Context: an optimization exercise on an open-source flow, tuned for small area, a short achievable clock period and few clock cycles. The choices shown serve that exercise and are no tape-out recipe.
In this exercise RTL edits were held to simulation tests only and were not proved equivalent to the original.
Power is estimated from default activity; no workload was simulated.

<file path="flow/design.v">
module custom_spmem_wrapper_empty #(
	parameter DATA_W 	= 32,
	parameter DEPTH  	= 256,
	parameter SIM_DLY 	= 1,
	parameter ADDR_W  	= $clog2(DEPTH)
	) ( 
	input 				clk, 
	input 				rstn,
	input 				rd_req,  
	input 				wr_req,  
	input [ADDR_W-1:0] 		addr,
	input [DATA_W-1:0] 		wr_data,
	output logic 			rd_data_valid,
	output logic [DATA_W-1:0]	rd_data
	);
always_ff @ (posedge clk or negedge rstn) 
	begin
	if (~rstn)	rd_data_valid <= 1'b0;
	else
		begin
			rd_data_valid <= rd_req;
		end
	end
logic [DATA_W-1:0] 		mem_data_ary [0:DEPTH-1];
always @ (posedge clk)
	begin
	if (rd_req)
		begin
		rd_data <= mem_data_ary[addr];
		end
	else if (wr_req)
		begin
		mem_data_ary[addr] <= wr_data;
		end
	end
endmodule
module gen_bst_sorter #(
	parameter KEY_W 	= 16,
	parameter VALUE_W 	= 32,
	parameter MAX_ELEM_NUM 	= 16,
	parameter MAX_ELEM_NUM_W	= $clog2(MAX_ELEM_NUM+1),
	parameter MAX_ELEM_NUM_IDX_W	= $clog2(MAX_ELEM_NUM)
	) (
	input 					clk,
	input 					rstn,
	input 					sw_rst,
	input [MAX_ELEM_NUM_W-1:0]		i_cnfg_elems_num,
	input 					i_enable,
	output logic 				o_sorter_phase,
	input 					new_elem_valid,
	input [KEY_W-1:0] 			new_elem_key,
	input [VALUE_W-1:0] 			new_elem_value,
	output logic 				new_elem_ack,
	output logic 				sort_is_done_pls,
	output logic [KEY_W-1:0]		min_elem_key,
	output logic [VALUE_W-1:0]		min_elem_value,
	output logic [KEY_W-1:0]		max_elem_key,
	output logic [VALUE_W-1:0]		max_elem_value,
	input 					get_all_sorted_data_req_pls,
	output logic 				get_all_sorted_data_done_lvl,
	output logic [MAX_ELEM_NUM_IDX_W-1:0] 	get_elem_idx,
	output logic				get_elem_valid,
	output logic [KEY_W-1:0] 		get_elem_key,
	output logic [VALUE_W-1:0] 		get_elem_value
	);
localparam D  = MAX_ELEM_NUM;
localparam QW = MAX_ELEM_NUM_IDX_W;
localparam CW = MAX_ELEM_NUM_W;
logic 			clr;		 
logic 			take;		 
logic 			ack_r;
logic [CW-1:0]		n_r;		 
logic [QW-1:0]		nm1_r;		 
logic [QW-1:0]		off;		 
logic [CW-1:0]		cnt_r;		 
logic 			cnt_eq_nm1;
logic 			cnt_eq_n;
logic 			fresh_r;	 
logic 			first_r;	 
logic 			fresh2_r;	 
logic 			fresh3_r;	 
logic 			done_pre_r;	 
logic 			done_pls_r;
logic 			first_sel;	 
logic 			cont_sel;	 
logic 			phase_r;
logic 			started_r;
logic 			ov_r;
logic [QW-1:0]		oidx_r;
logic 			last_out;
logic 			done_lvl_r;
logic 			sel_now;	 
assign clr  = ~i_enable | sw_rst;
assign take = new_elem_valid & ack_r;
assign off = QW'(D - n_r);
assign cnt_eq_nm1 = (cnt_r == n_r - 1'b1);
assign cnt_eq_n   = (cnt_r == n_r);
assign last_out  = ov_r & (oidx_r == nm1_r);
assign first_sel = phase_r & ~started_r & get_all_sorted_data_req_pls;
assign cont_sel  = ov_r & (oidx_r != nm1_r);
assign sel_now   = ~clr & (first_sel | cont_sel);
logic [D-1:0][KEY_W-1:0]	rk;
logic [D-1:0][VALUE_W-1:0]	rv;
logic [D-1:0][QW-1:0]		rq;
logic [D-1:0]			rvld;
always_ff @ (posedge clk)
	begin
	n_r   <= i_cnfg_elems_num;
	nm1_r <= QW'(i_cnfg_elems_num - 1'b1);
	end
always_ff @ (posedge clk or negedge rstn)
	begin
	if (~rstn)
		begin
		ack_r 		<= 1'b1;
		cnt_r 		<= '0;
		fresh_r 	<= 1'b0;
		first_r 	<= 1'b0;
		fresh2_r 	<= 1'b0;
		fresh3_r 	<= 1'b0;
		done_pre_r 	<= 1'b0;
		done_pls_r 	<= 1'b0;
		phase_r 	<= 1'b0;
		started_r 	<= 1'b0;
		ov_r 		<= 1'b0;
		done_lvl_r 	<= 1'b0;
		rvld 		<= '0;
		end
	else if (clr)
		begin
		ack_r 		<= 1'b1;
		cnt_r 		<= '0;
		fresh_r 	<= 1'b0;
		first_r 	<= 1'b0;
		fresh2_r 	<= 1'b0;
		fresh3_r 	<= 1'b0;
		done_pre_r 	<= 1'b0;
		done_pls_r 	<= 1'b0;
		phase_r 	<= 1'b0;
		started_r 	<= 1'b0;
		ov_r 		<= 1'b0;
		done_lvl_r 	<= 1'b0;
		rvld 		<= '0;
		end
	else
		begin
		ack_r 		<= ~(take ? cnt_eq_nm1 : cnt_eq_n) & ~rvld[D-2];
		cnt_r 		<= cnt_r + CW'(take);
		fresh_r 	<= take;
		first_r 	<= take & (cnt_r == '0);
		fresh2_r 	<= fresh_r;
		fresh3_r 	<= fresh2_r;
		done_pre_r 	<= take & cnt_eq_nm1;
		done_pls_r 	<= done_pre_r;
		phase_r 	<= (phase_r | done_pls_r) & ~last_out;
		started_r 	<= started_r | sel_now;
		ov_r 		<= sel_now;
		done_lvl_r 	<= done_lvl_r | last_out;
		rvld 		<= {rvld[D-2:0], take | rvld[D-1]};
		end
	end
always_ff @ (posedge clk)
	oidx_r <= ov_r ? oidx_r + 1'b1 : '0;
logic [D-1:0]		gt_raw;	 
logic [D-1:0]		gt;
logic [D-1:0]		inc;
assign gt_raw[0] = 1'b0;
for (genvar gi = 1; gi < D; gi++)
	begin : g_cmp
	gen_bst_key_gt #(.W(KEY_W)) u_cmp (.a(rk[gi]), .b(rk[0]), .gt(gt_raw[gi]));
	end
assign gt = rvld & gt_raw;
logic [1:0]	pc_a0, pc_a1, pc_a2, pc_a3, pc_a4;
logic [1:0]	pc_a0_r, pc_a1_r, pc_a2_r, pc_a3_r, pc_a4_r;
logic [QW-1:0]	pc;
logic [QW-1:0]	pc_r;
assign pc_a0 = 2'(gt[1])  + 2'(gt[2])  + 2'(gt[3]);
assign pc_a1 = 2'(gt[4])  + 2'(gt[5])  + 2'(gt[6]);
assign pc_a2 = 2'(gt[7])  + 2'(gt[8])  + 2'(gt[9]);
assign pc_a3 = 2'(gt[10]) + 2'(gt[11]) + 2'(gt[12]);
assign pc_a4 = 2'(gt[13]) + 2'(gt[14]) + 2'(gt[15]);
assign pc = (QW'(pc_a0_r) + QW'(pc_a1_r)) + (QW'(pc_a2_r) + QW'(pc_a3_r)) + QW'(pc_a4_r);
always_ff @ (posedge clk)
	begin
	pc_a0_r <= pc_a0;
	pc_a1_r <= pc_a1;
	pc_a2_r <= pc_a2;
	pc_a3_r <= pc_a3;
	pc_a4_r <= pc_a4;
	pc_r 	<= pc;
	end
logic [D-1:0]		le_r;
always_ff @ (posedge clk)
	le_r <= clr ? '0 : ({D{fresh_r}} & rvld & ~gt_raw & {{(D-1){1'b1}}, 1'b0});
always_comb
	for (int i = 0; i < D; i++)
		inc[i] = sel_now | le_r[(i+D-1)%D];
always_ff @ (posedge clk)
	begin
	rk[0] <= take ? new_elem_key   : rk[D-1];
	rv[0] <= take ? new_elem_value : rv[D-1];
	rq[0] <= rq[D-1] + QW'(inc[D-1]);
	rq[1] <= fresh_r ? off : rq[0] + QW'(inc[0]);
	rq[2] <= rq[1] + QW'(inc[1]);
	rq[3] <= rq[2] + (fresh3_r ? pc_r : '0) + QW'(inc[2]);
	for (int i = 1; i < D; i++)
		begin
		rk[i] <= rk[i-1];
		rv[i] <= rv[i-1];
		end
	for (int i = 4; i < D; i++)
		rq[i] <= rq[i-1] + QW'(inc[i-1]);
	end
logic [KEY_W-1:0]	mx_key_r;
logic [VALUE_W-1:0]	mx_val_r;
logic [KEY_W-1:0]	out_key_r;
logic [VALUE_W-1:0]	out_val_r;
logic 			new_gt_max;
logic 			min_gt_new;
gen_bst_key_gt #(.W(KEY_W)) u_cmp_max (.a(rk[0]), .b(mx_key_r), .gt(new_gt_max));
gen_bst_key_gt #(.W(KEY_W)) u_cmp_min (.a(out_key_r), .b(rk[0]), .gt(min_gt_new));
always_ff @ (posedge clk)
	if (fresh_r & (first_r | new_gt_max))
		begin
		mx_key_r <= rk[0];
		mx_val_r <= rv[0];
		end
logic [KEY_W-1:0]	sel_key;
logic [VALUE_W-1:0]	sel_val;
always_comb
	begin
	sel_key = '0;
	sel_val = '0;
	for (int i = 0; i < D; i++)
		if (rvld[i] & (&rq[i]))
			begin
			sel_key = sel_key | rk[i];
			sel_val = sel_val | rv[i];
			end
	end
logic 			mn_upd;
logic 			out_hold;
assign mn_upd   = ~cont_sel & fresh_r & (first_r | min_gt_new);
assign out_hold = ~cont_sel & ~mn_upd;
always_ff @ (posedge clk)
	begin
	out_key_r <= (sel_key & {KEY_W{cont_sel}})   | (rk[0] & {KEY_W{mn_upd}})   | (out_key_r & {KEY_W{out_hold}});
	out_val_r <= (sel_val & {VALUE_W{cont_sel}}) | (rv[0] & {VALUE_W{mn_upd}}) | (out_val_r & {VALUE_W{out_hold}});
	end
assign new_elem_ack			= ack_r;
assign sort_is_done_pls			= done_pls_r;
assign min_elem_key			= out_key_r;
assign min_elem_value			= out_val_r;
assign max_elem_key			= mx_key_r;
assign max_elem_value			= mx_val_r;
assign o_sorter_phase			= phase_r;
assign get_all_sorted_data_done_lvl	= done_lvl_r;
assign get_elem_valid			= ov_r;
assign get_elem_idx			= oidx_r;
assign get_elem_key			= out_key_r;
assign get_elem_value			= out_val_r;
endmodule
module gen_bst_key_gt #(
	parameter W = 16
	) (
	input [W-1:0]	a,
	input [W-1:0]	b,
	output logic	gt
	);
localparam L = $clog2(W);
logic [L:0][W-1:0]	g;
logic [L:0][W-1:0]	l;
assign g[0] = a & ~b;
assign l[0] = ~a & b;
for (genvar lv = 0; lv < L; lv++)
	begin : g_lv
	for (genvar i = 0; i < W; i++)
		begin : g_bit
		if ((i % (2 << lv)) == 0 && (i + (1 << lv)) < W)
			begin : g_join
			assign g[lv+1][i] = g[lv][i+(1<<lv)] | (~l[lv][i+(1<<lv)] & g[lv][i]);
			assign l[lv+1][i] = l[lv][i+(1<<lv)] | (~g[lv][i+(1<<lv)] & l[lv][i]);
			end
		else
			begin : g_pass
			assign g[lv+1][i] = g[lv][i];
			assign l[lv+1][i] = l[lv][i];
			end
		end
	end
assign gt = g[L][0];
endmodule
module bst_sorter_top (
	input 			clk,
	input 			rstn,
	input 			sw_rst,
	input [4:0]		i_cnfg_elems_num,
	input 			i_enable,
	output logic 		o_sorter_phase,
	input 			new_elem_valid,
	input [15:0] 		new_elem_key,
	input [31:0] 		new_elem_value,
	output logic 		new_elem_ack,
	output logic 		sort_is_done_pls,
	output logic [15:0]	min_elem_key,
	output logic [31:0]	min_elem_value,
	output logic [15:0]	max_elem_key,
	output logic [31:0]	max_elem_value,
	input 			get_all_sorted_data_req_pls,
	output logic 		get_all_sorted_data_done_lvl,
	output logic [3:0] 	get_elem_idx,
	output logic		get_elem_valid,
	output logic [15:0] 	get_elem_key,
	output logic [31:0] 	get_elem_value
	);
gen_bst_sorter #(
	.KEY_W 		(16	),
	.VALUE_W 	(32	),
	.MAX_ELEM_NUM 	(16	)
	) u_sorter_inst (
	.clk				(clk				),
	.rstn				(rstn				),
	.sw_rst				(sw_rst				),
	.i_cnfg_elems_num		(i_cnfg_elems_num		),
	.i_enable			(i_enable			),
	.o_sorter_phase			(o_sorter_phase			),
	.new_elem_valid			(new_elem_valid			),
	.new_elem_key			(new_elem_key			),
	.new_elem_value			(new_elem_value			),
	.new_elem_ack			(new_elem_ack			),
	.sort_is_done_pls		(sort_is_done_pls		),
	.min_elem_key			(min_elem_key			),
	.min_elem_value			(min_elem_value			),
	.max_elem_key			(max_elem_key			),
	.max_elem_value			(max_elem_value			),
	.get_all_sorted_data_req_pls	(get_all_sorted_data_req_pls	),
	.get_all_sorted_data_done_lvl	(get_all_sorted_data_done_lvl	),
	.get_elem_idx			(get_elem_idx			),
	.get_elem_valid			(get_elem_valid			),
	.get_elem_key			(get_elem_key			),
	.get_elem_value			(get_elem_value			)
	);
endmodule
</file>
<file path="flow/flow/run.sh">
#!/bin/bash
set -euo pipefail
bash standard.sh SETUP_SLACK_MARGIN=6.6 \
	BUFFER_PORTS_ARGS="-buffer_cell sky130_fd_sc_hd__buf_1" \
	CTS_CLUSTER_SIZE=27 CTS_CLUSTER_DIAMETER=90 \
	finish > standard.log 2>&1
</file>
<file path="flow/standard.sh">
#!/bin/bash
# synth_recipe.tcl (not shown) runs the flow's synth.tcl, then flattens the netlist and writes it again
# the make line also repeats each setting of config.mk as NAME=value (left out here)
make -C /OpenROAD-flow-scripts/flow DESIGN_CONFIG=/design/flow/config.mk WORK_HOME=/design/flow/orfs CLKGATE_MAP_FILE= SYNTH_SCRIPT=/design/flow/synth_recipe.tcl "${@:-finish}"
</file>
<file path="flow/config.mk">
export PLATFORM = sky130hd
export DESIGN_NAME = bst_sorter_top
export DESIGN_NICKNAME = bst_sorter_top
export VERILOG_FILES = /design/flow/design.v
export SDC_FILE = /design/flow/constraint.sdc
export NUM_CORES = 4
export LEC_CHECK = 0
export ABC_CLOCK_PERIOD_IN_PS = 3000
export CAP_MARGIN = 20
export CORE_MARGIN = 2
export CORE_UTILIZATION = 40
export SLEW_MARGIN = 20
</file>
<file path="flow/constraint.sdc">
create_clock -name core_clock -period 10.0 [get_ports {clk}]
set_input_delay 2.0000 -clock core_clock [delete_from_list [all_inputs] [get_ports {clk}]]
set_output_delay 2.0000 -clock core_clock [all_outputs]
set_load 0.01 [all_outputs]
</file>
==> metrics.cfg, run 1 <==
[worst_setup_path]
r2r-start = u_sorter_inst.rk[9]
path_max_fanout = 6
crit_slowest_cell = dfxtp_1
ff2ff_setup_slack_ps = 6740
path_buf_inv = 1
worstSetupStartpointType = register
slowest_delay_ps = 530
reg2regPathDepth = 7
crit_required_ps = 8000
crit_family = flip-flops
crit_cells = 1
worstSetupEndpointType = primary output
arrival_ps = 1360
crit_path_start = u_sorter_inst.out_key_r[10]
cp_cell_sequence = buf_1
critPathKind = register to primary output

[logic_synthesis]
synth_seq_cells = 1002
syn_area_um2 = 34000
synth_cell_types = 75
synthCells = 2913
synth_area_leaders = dfxtp_1 54%, a22oi_1 4.9%, edfxtp_1 4.2%
ys_seq_area_frac = 0.609
syn_nets = 3025
ys.flop_type = dfxtp_1
syn_avg_cell_area_um2 = 11.7
synth_common_cells = 922 x dfxtp_1, 220 x a22oi_1, 118 x nand3_1
synth_edf_count = 48
synth_top_area_frac = 0.543
yosysMostFrequentCell = dfxtp_1
yosysTopAreaCell = dfxtp_1
synthArstFlopShare = 0.0319
ys_warn_count = 1

[sta]
setup_tns_ps = 0
worst_slew_pin_slew_ps = 1050
fin_crit_ps = 3360
hold_viol = 0
rsz0062_at_grt = true
slew_violations = 0
min_period_over_period = 0.336
setup_viol = 0
finClkSkew_ps = 34.4
slew_headroom = 0.299
fmax_ghz = 0.298

[power_and_ir_drop]
worst_ir_drop_vdd_mv = 0.130
p_leak_nw = 14.1
powerDensity_nw_per_um2 = 215

[clock_network]
cts-root-buf = clkbuf_16
cts_buffer_depth = 3
hold_buffers = 0
cts.htree.levels = 2
cts.sinks = 1002
clk_pin_slew_ps = 110
insertion_delay_ps = 640
cts_buffers = 45
cts_tree = yes

[drt]
routed_via_density = 5.67
first_iter_violations = 1956
wl_met3_um = 6220
num_vias = 23700
antenna_left = 0
wl_met1_um = 44600
routed-wl-met2_um = 46400
drt_first_pass_iters = 6
top_layer = met5
wl_per_cell_um = 24.0
drc = 0
routed_wl_um = 100000

[hold_path]
min_path_type = register to register
hold_start = u_sorter_inst.rv[421]
min_path_cells = 0

[floorplan]
core_area_um2 = 83800
row_count = 106
start_util = 0.405
die_height_um = 295
dieArea_um2 = 87300
boundaryPins = 212
die_w_um = 295

[global_route]
antenna_found_initial = 1
grt_pass1_wl_um = 150000
grt_pass1_vias = 23700
grt_max_degree = 51
grt_usage = 0.225
gr-total-overflow = 0

[finish]
syn2layout_area_growth_pct = 9.18
fin_util = 0.443
instances_no_fill = 4173
nets = 3123
drive_gt1_frac = 0.0770

[job]
maxCapViolCount = 0

[placed_design]
port_buffers = 211
dp_cells = 4092
post-dp-hpwl_um = 64200
place_congestion = 0.892

[status]
status = no timing/DRC/antenna violations

[flip-flops by register name, summed over array words and instances, names as in the netlist, 4 cells and up]
register                 flops
u_sorter_inst.nm1_r          4
u_sorter_inst.oidx_r         4
u_sorter_inst.rk           256
u_sorter_inst.rv           512
u_sorter_inst.le_r          15
u_sorter_inst.out_val_r     32
u_sorter_inst.rvld          16
u_sorter_inst.n_r            5
u_sorter_inst.pc_r           4
u_sorter_inst.mx_key_r      16
u_sorter_inst.cnt_r          5
u_sorter_inst.mx_val_r      32
u_sorter_inst.out_key_r     16
u_sorter_inst.rq            64
[routing by layer]
| metal | up-vias | GRT usage |
|---|---|---|
| met1 | 11900 | 0.308 |
| met3 | 172 | 0.0316 |
| met4 | 2 | 0.0734 |
| met2 | 882 | 0.367 |
| met5 | - | 0 |
| li1 | 10800 | - |
[repair_timing]
item	CTS	global route
buffers inserted	1	4
gates cloned	1	0
resized for setup	23	13
endpoints found under the setup margin	113	71
[layout make-up]
class | count | area (um2)
tap | 1134 | 1420
clock buffer | 61 | 1190
clock inverter | 13 | 170
fill | 7829 | 46700
inverter | 83 | 338
timing repair inverter | 1 | 5.00
sequential | 1002 | 20700
timing repair buffer | 250 | 1110
antenna | 1 | 2.50
multi-input combinational | 1628 | 12100
[placed cells by master, fill, tap and decap left out, types with 12 or more instances in the layout]
master and n:
a22o_1 96, and3_1 12, nand3_1 118, xnor2_1 29
and2_1 22, nor2_4 16, dfxtp_1 911, nand4_1 20
dfrtp_1 30, a221oi_1 99, xor2_1 27, mux2_2 45
nor2b_1 84, a22oi_1 220, nand2b_1 93, nor2_1 50
a21oi_1 94, nand2_1 70, o211ai_1 19, or2_2 14
inv_1 71, clkbuf_16 45, maj3_2 16, mux2i_1 47
nor3_1 62, edfxtp_1 48, buf_4 35, buf_1 210
clkbuf_1 16, ha_1 41, o21ai_0 54, maj3_1 102
[cell families after synthesis]
group | share of synthesized area
flip-flops | 0.609
AO/OA/AOI/OAI | 0.159
AND/OR/NAND/NOR | 0.0928
buffers and inverters | 0.0386
adder cells (fa/ha/maj) | 0.0575
multiplexers | 0.0288
XOR/XNOR | 0.0144
[final timing paths]
| path | endpoint |
|---|---|
| worst max-delay path | get_elem_key[10] |
| worst min-delay path | u_sorter_inst.rv[453] |
| worst max register to register | u_sorter_inst.mx_val_r[25] |
| worst min register to register | u_sorter_inst.rv[453] |
| max in group asynchronous | u_sorter_inst.ov_r |
| min in group asynchronous | u_sorter_inst.rvld[4] |
[stage by stage]
| stage | hold slack (ps) | worst slack [ps] | power, mW | area, um2 |
|---|---|---|---|---|
| 3_5_place_dp | 336 | 5590 | 5.88 | 35600 |
| 4_1_cts | 322 | 6600 | 8.01 | 37000 |
| 6_report | 332 | 6640 | 7.97 | 37100 |
| 5_1_grt | 330 | 6600 | 8.30 | 37100 |
| 3_3_place_gp | 332 | 5810 | 5.85 | 35600 |
| 2_1_floorplan | 331 | 6490 | 5.53 | 34000 |
[where the power goes]
part | internal [mW] | total [mW] | switching [mW]
registers | 4.46 | 4.86 | 0.397
clock network | 0.870 | 2.16 | 1.29
logic | 0.390 | 0.952 | 0.562
total | 5.72 | 7.97 | 2.25
Testbench counts, summed over its fixed seeds: cycles 15,218.
==> run 2, diff against run 1 <==
--- a/flow/design.v
+++ b/flow/design.v
@@ -189,12 +189,12 @@
 	pc_a4_r <= pc_a4;
 	pc_r 	<= pc;
 	end
-logic [D-1:0]		le_r;
-always_ff @ (posedge clk)
-	le_r <= clr ? '0 : ({D{fresh_r}} & rvld & ~gt_raw & {{(D-1){1'b1}}, 1'b0});
 always_comb
-	for (int i = 0; i < D; i++)
-		inc[i] = sel_now | le_r[(i+D-1)%D];
+	begin
+	inc[0] = sel_now;
+	for (int i = 1; i < D; i++)
+		inc[i] = sel_now | (fresh_r & rvld[i] & ~gt_raw[i]);
+	end
 always_ff @ (posedge clk)
 	begin
 	rk[0] <= take ? new_elem_key   : rk[D-1];
@@ -219,12 +219,15 @@
 logic 			min_gt_new;
 gen_bst_key_gt #(.W(KEY_W)) u_cmp_max (.a(rk[0]), .b(mx_key_r), .gt(new_gt_max));
 gen_bst_key_gt #(.W(KEY_W)) u_cmp_min (.a(out_key_r), .b(rk[0]), .gt(min_gt_new));
+logic 			mx_upd;
+logic 			mx_hold;
+assign mx_upd  = fresh_r & (first_r | new_gt_max);
+assign mx_hold = ~mx_upd & ~phase_r;
 always_ff @ (posedge clk)
-	if (fresh_r & (first_r | new_gt_max))
-		begin
-		mx_key_r <= rk[0];
-		mx_val_r <= rv[0];
-		end
+	begin
+	mx_key_r <= (rk[0] & {KEY_W{mx_upd}})   | (mx_key_r & {KEY_W{mx_hold}});
+	mx_val_r <= (rv[0] & {VALUE_W{mx_upd}}) | (mx_val_r & {VALUE_W{mx_hold}});
+	end
 logic [KEY_W-1:0]	sel_key;
 logic [VALUE_W-1:0]	sel_val;
 always_comb
==> run 2 against run 1 <==
- still clean
- critical path depth rose by 12
- first-iteration DRC count rose by 17%
- die area rose by 0.66%
- setup slack worse by 28 ps
- largest cell class unchanged
==> metrics.cfg, run 2 <==
[logic_synthesis]
synth_top_area_frac = 0.559
synth_common_cells = 955 x dfxtp_1, 180 x a22oi_1, 138 x clkbuf_1
syn_avg_cell_area_um2 = 11.5
synthCells = 2980
yosysMostFrequentCell = dfxtp_1
syn_area_um2 = 34200
syn_nets = 3092
synth_cell_types = 73
synth_mux_area_frac = 0.0314
ys.flop_type = dfxtp_1
synth_xor_xnor_area_share = 0.0141
synth_seq_cells = 987
synth_edf_count = 0
ys_warn_count = 1
synth_area_leaders = dfxtp_1 56%, a22oi_1 4.0%, maj3_1 3.7%
yosys.area_share.simple = 0.0883
synth_top_family_by_area = compound AO/OA/AOI/OAI gates
synth-compound-area-share = 0.183
synthArstFlopShare = 0.0324
yosysTopAreaCell = dfxtp_1
synthAdderAreaFrac = 0.0602
ys_seq_area_frac = 0.582

[sta]
worst_slew_pin_slew_ps = 1010
slew_violations = 0
hold_viol = 0
fmax_ghz = 0.295
fin_crit_ps = 3390
finClkSkew_ps = 43.0
setup_viol = 0
slew_headroom = 0.329
min_period_over_period = 0.339
setup_tns_ps = 0
rsz0062_at_grt = true

[drt]
wl_per_cell_um = 24.4
antenna_left = 0
first_iter_violations = 2292
routed_wl_um = 103000
routed_via_density = 5.73
drt_first_pass_iters = 12
num_vias = 24300
drc = 0

[power_and_ir_drop]
pwr-share-clk = 0.252
power_switching_mw = 2.69
worst_ir_drop_vdd_mv = 0.138
seqPwrFrac = 0.568
powerDensity_nw_per_um2 = 232
p_leak_nw = 14.4
swShare = 0.306
power.internal_mw = 6.08
combPwrFrac = 0.180

[floorplan]
dieArea_um2 = 87900
boundaryPins = 212
die_height_um = 296
die_w_um = 296
core_area_um2 = 85000
start_util = 0.402
row_count = 107

[finish]
final_common_cell = dfxtp_1
largest-register = u_sorter_inst.rv
n_antenna_cell = 0
fin_util = 0.445
final_cell_mix = 938 x dfxtp_1, 207 x buf_1, 179 x a22oi_1
nets = 3187
drive_gt1_frac = 0.101
nFillCells = 7933
syn2layout_area_growth_pct = 10.6
biggestRegsByFlops = u_sorter_inst.rv (512), u_sorter_inst.rk (256), u_sorter_inst.rq (64)
largest_reg_flops = 512

[worst_setup_path]
crit_slowest_cell = a211oi_1
crit_family = compound AO/OA/AOI/OAI gates
ff2ff_setup_slack_ps = 6610
path_max_fanout = 15
arrival_ps = 3930
slowest_delay_ps = 530
path_buf_inv = 3
reg2regPathDepth = 13
crit_required_ps = 10540
worstSetupEndpointType = register
crit_cells = 13
r2r-start = u_sorter_inst.rk[10]
cp_cell_sequence = buf_12, buf_12, inv_1, nor2_1, o21ai_0, or3_1, a22oi_1, a211oi_1, maj3_1, o21ai_0, ha_1, ha_1, xor2_1
worstSetupStartpointType = register
worstSetupEndpoint = u_sorter_inst.rq[26]
r2r_end = u_sorter_inst.rq[26]
crit_path_start = u_sorter_inst.rk[10]
critPathKind = register to register

[job]
maxCapViolCount = 0

[clock_network]
cts.sinks = 987
cts.htree.levels = 2
insertion_delay_ps = 660
cts_buffers = 46
cts_tree = yes
cts-root-buf = clkbuf_16
cts_buffer_depth = 3
clk_pin_slew_ps = 110

[global_route]
grt_pass1_wl_um = 152000
antenna_found_initial = 1
grt_max_degree = 52
grt_pass1_vias = 23000
grt_usage = 0.230
gr-total-overflow = 0

[placed_design]
post-dp-hpwl_um = 63700
place_congestion = 0.899
port_buffers = 211

[status]
status = no timing/DRC/antenna violations

[hold_path]
min_path_type = register to register

run 2: cell types whose count changed in the layout (fill, tap and decap cells not counted), sizes merged, moves of 40 or more:
cell / before / now
nand3: 118 / 76
nor3: 62 / 8
a22oi: 220 / 180
a221o: 2 / 100
edfxtp: 48 / 0
a21oi: 95 / 39
run 2: worst min-delay path by stage:
stage                                     start                     to  slack, ps  depth (start not counted)
after floorplan             u_sorter_inst.rk[9]   u_sorter_inst.rk[25]        330                          0
after global placement    u_sorter_inst.rv[262]  u_sorter_inst.rv[294]        330                          0
after detailed placement  u_sorter_inst.rv[448]  u_sorter_inst.rv[480]        340                          0
after CTS                 u_sorter_inst.rv[321]  u_sorter_inst.rv[353]        340                          0
after global routing      u_sorter_inst.rv[321]  u_sorter_inst.rv[353]        350                          0
final                     u_sorter_inst.rv[321]  u_sorter_inst.rv[353]        340                          0
run 2: worst register-to-register path: cells and delay by family (launching register included):
| family | cells | cell delay [ps] |
|---|---|---|
| compound gates | 4 | 1060 |
| fa+ha+maj | 3 | 760 |
| buf+inv | 3 | 680 |
| flops | 1 | 350 |
| simple gates | 2 | 300 |
| xor+xnor | 1 | 140 |
run 2: metal layers:
metal  routed length, um  vias up  part of all wire  GRT usage
met2               45300      911              0.44      0.352
li1                    -    11100                 -          -
met4                2680        0             0.026     0.0638
met5                   0        -                 0          0
met3                7240      166             0.070     0.0367
met1               48200    12000              0.47      0.335
run 2: stage by stage:
| stage | hold slack, ps | power, mW | setup slack, ps | std cells | area (um2) |
|---|---|---|---|---|---|
| finish | 340 | 8.76 | 6610 | 4235 | 37800 |
| global route | 348 | 9.17 | 6520 | 4235 | 37800 |
| CTS | 345 | 8.77 | 6540 | 4226 | 37600 |
| detailed placement | 335 | 6.55 | 5550 | 4145 | 35800 |
| global placement | 332 | 6.53 | 5600 | 4145 | 35800 |
| floorplan | 329 | 6.03 | 6520 | 2980 | 34200 |
run 2: logic make-up after synthesis:
| family | count (synthesis) |
|---|---|
| AOI/OAI and AO/OA | 777 |
| xor gates and xnor gates | 55 |
| adders and majority gates | 183 |
| buffers and inverters | 311 |
| DFF | 987 |
| muxes | 97 |
| and+or+nand+nor | 570 |
run 2: repair_timing:
action	CTS	global route
cloned	3	0
pin swaps	6	17
gates resized for setup	68	45
buffers inserted	14	9
hold buffers	0	0
endpoints found under the setup margin	171	82
run 2: cell type report:
cell class	count	area, um2	share of cell area
Inverter	86	368	0.00973
Sequential cell	987	20000	0.528
Timing Repair Buffer	270	1350	0.0357
Multi-Input combinational cell	1682	13300	0.352
Timing Repair inverter	2	8.76	0.000232
Clock buffer	51	1170	0.0309
Tap cell	1144	1430	0.0378
Clock inverter	13	206	0.00546
run 2: power by group through the flow:
| stage | registers, mW | logic (mW) | clock network [mW] |
|---|---|---|---|
| 6_report | 4.98 | 1.58 | 2.21 |
| 3_5_place_dp | 5.05 | 1.50 | 0 |
| 2_1_floorplan | 4.96 | 1.06 | 0 |
| 3_3_place_gp | 5.05 | 1.48 | 0 |
| 5_1_grt | 5.06 | 1.72 | 2.39 |
| 4_1_cts | 4.97 | 1.55 | 2.25 |
Testbench counts of run 2, summed over its fixed seeds: cycles 15,218.

-- separate check: timing with driven ports --
Ports are ideal in the flow. The routed layouts listed here were re-timed in OpenROAD. Step 1 assumes that a clkbuf_16 drives the clock port and a buf_2 every other input. Step 2 times the ports against the registers' clock, not the clock port: input delays grow and output delays shrink by t, the midpoint of the rising clock arrivals with the driver on. a / b / c = ideal / step 1 / step 2; a / b = the first two.
| run | t (ns) | setup slack, ns | slew at the worst register clock pin (ns) |
|---|---|---|---|
| run 1 | 0.689 | 6.640 / 6.572 / 6.107 | 0.11 / 0.11 |
| run 2 | 0.704 | 6.612 / 6.600 / 6.102 | 0.11 / 0.11 |
After both steps setup and hold are still met in every run listed. For run 1, which loses most, drivers alone change the setup slack by -0.068 ns; drivers and shift together by -0.533 ns.
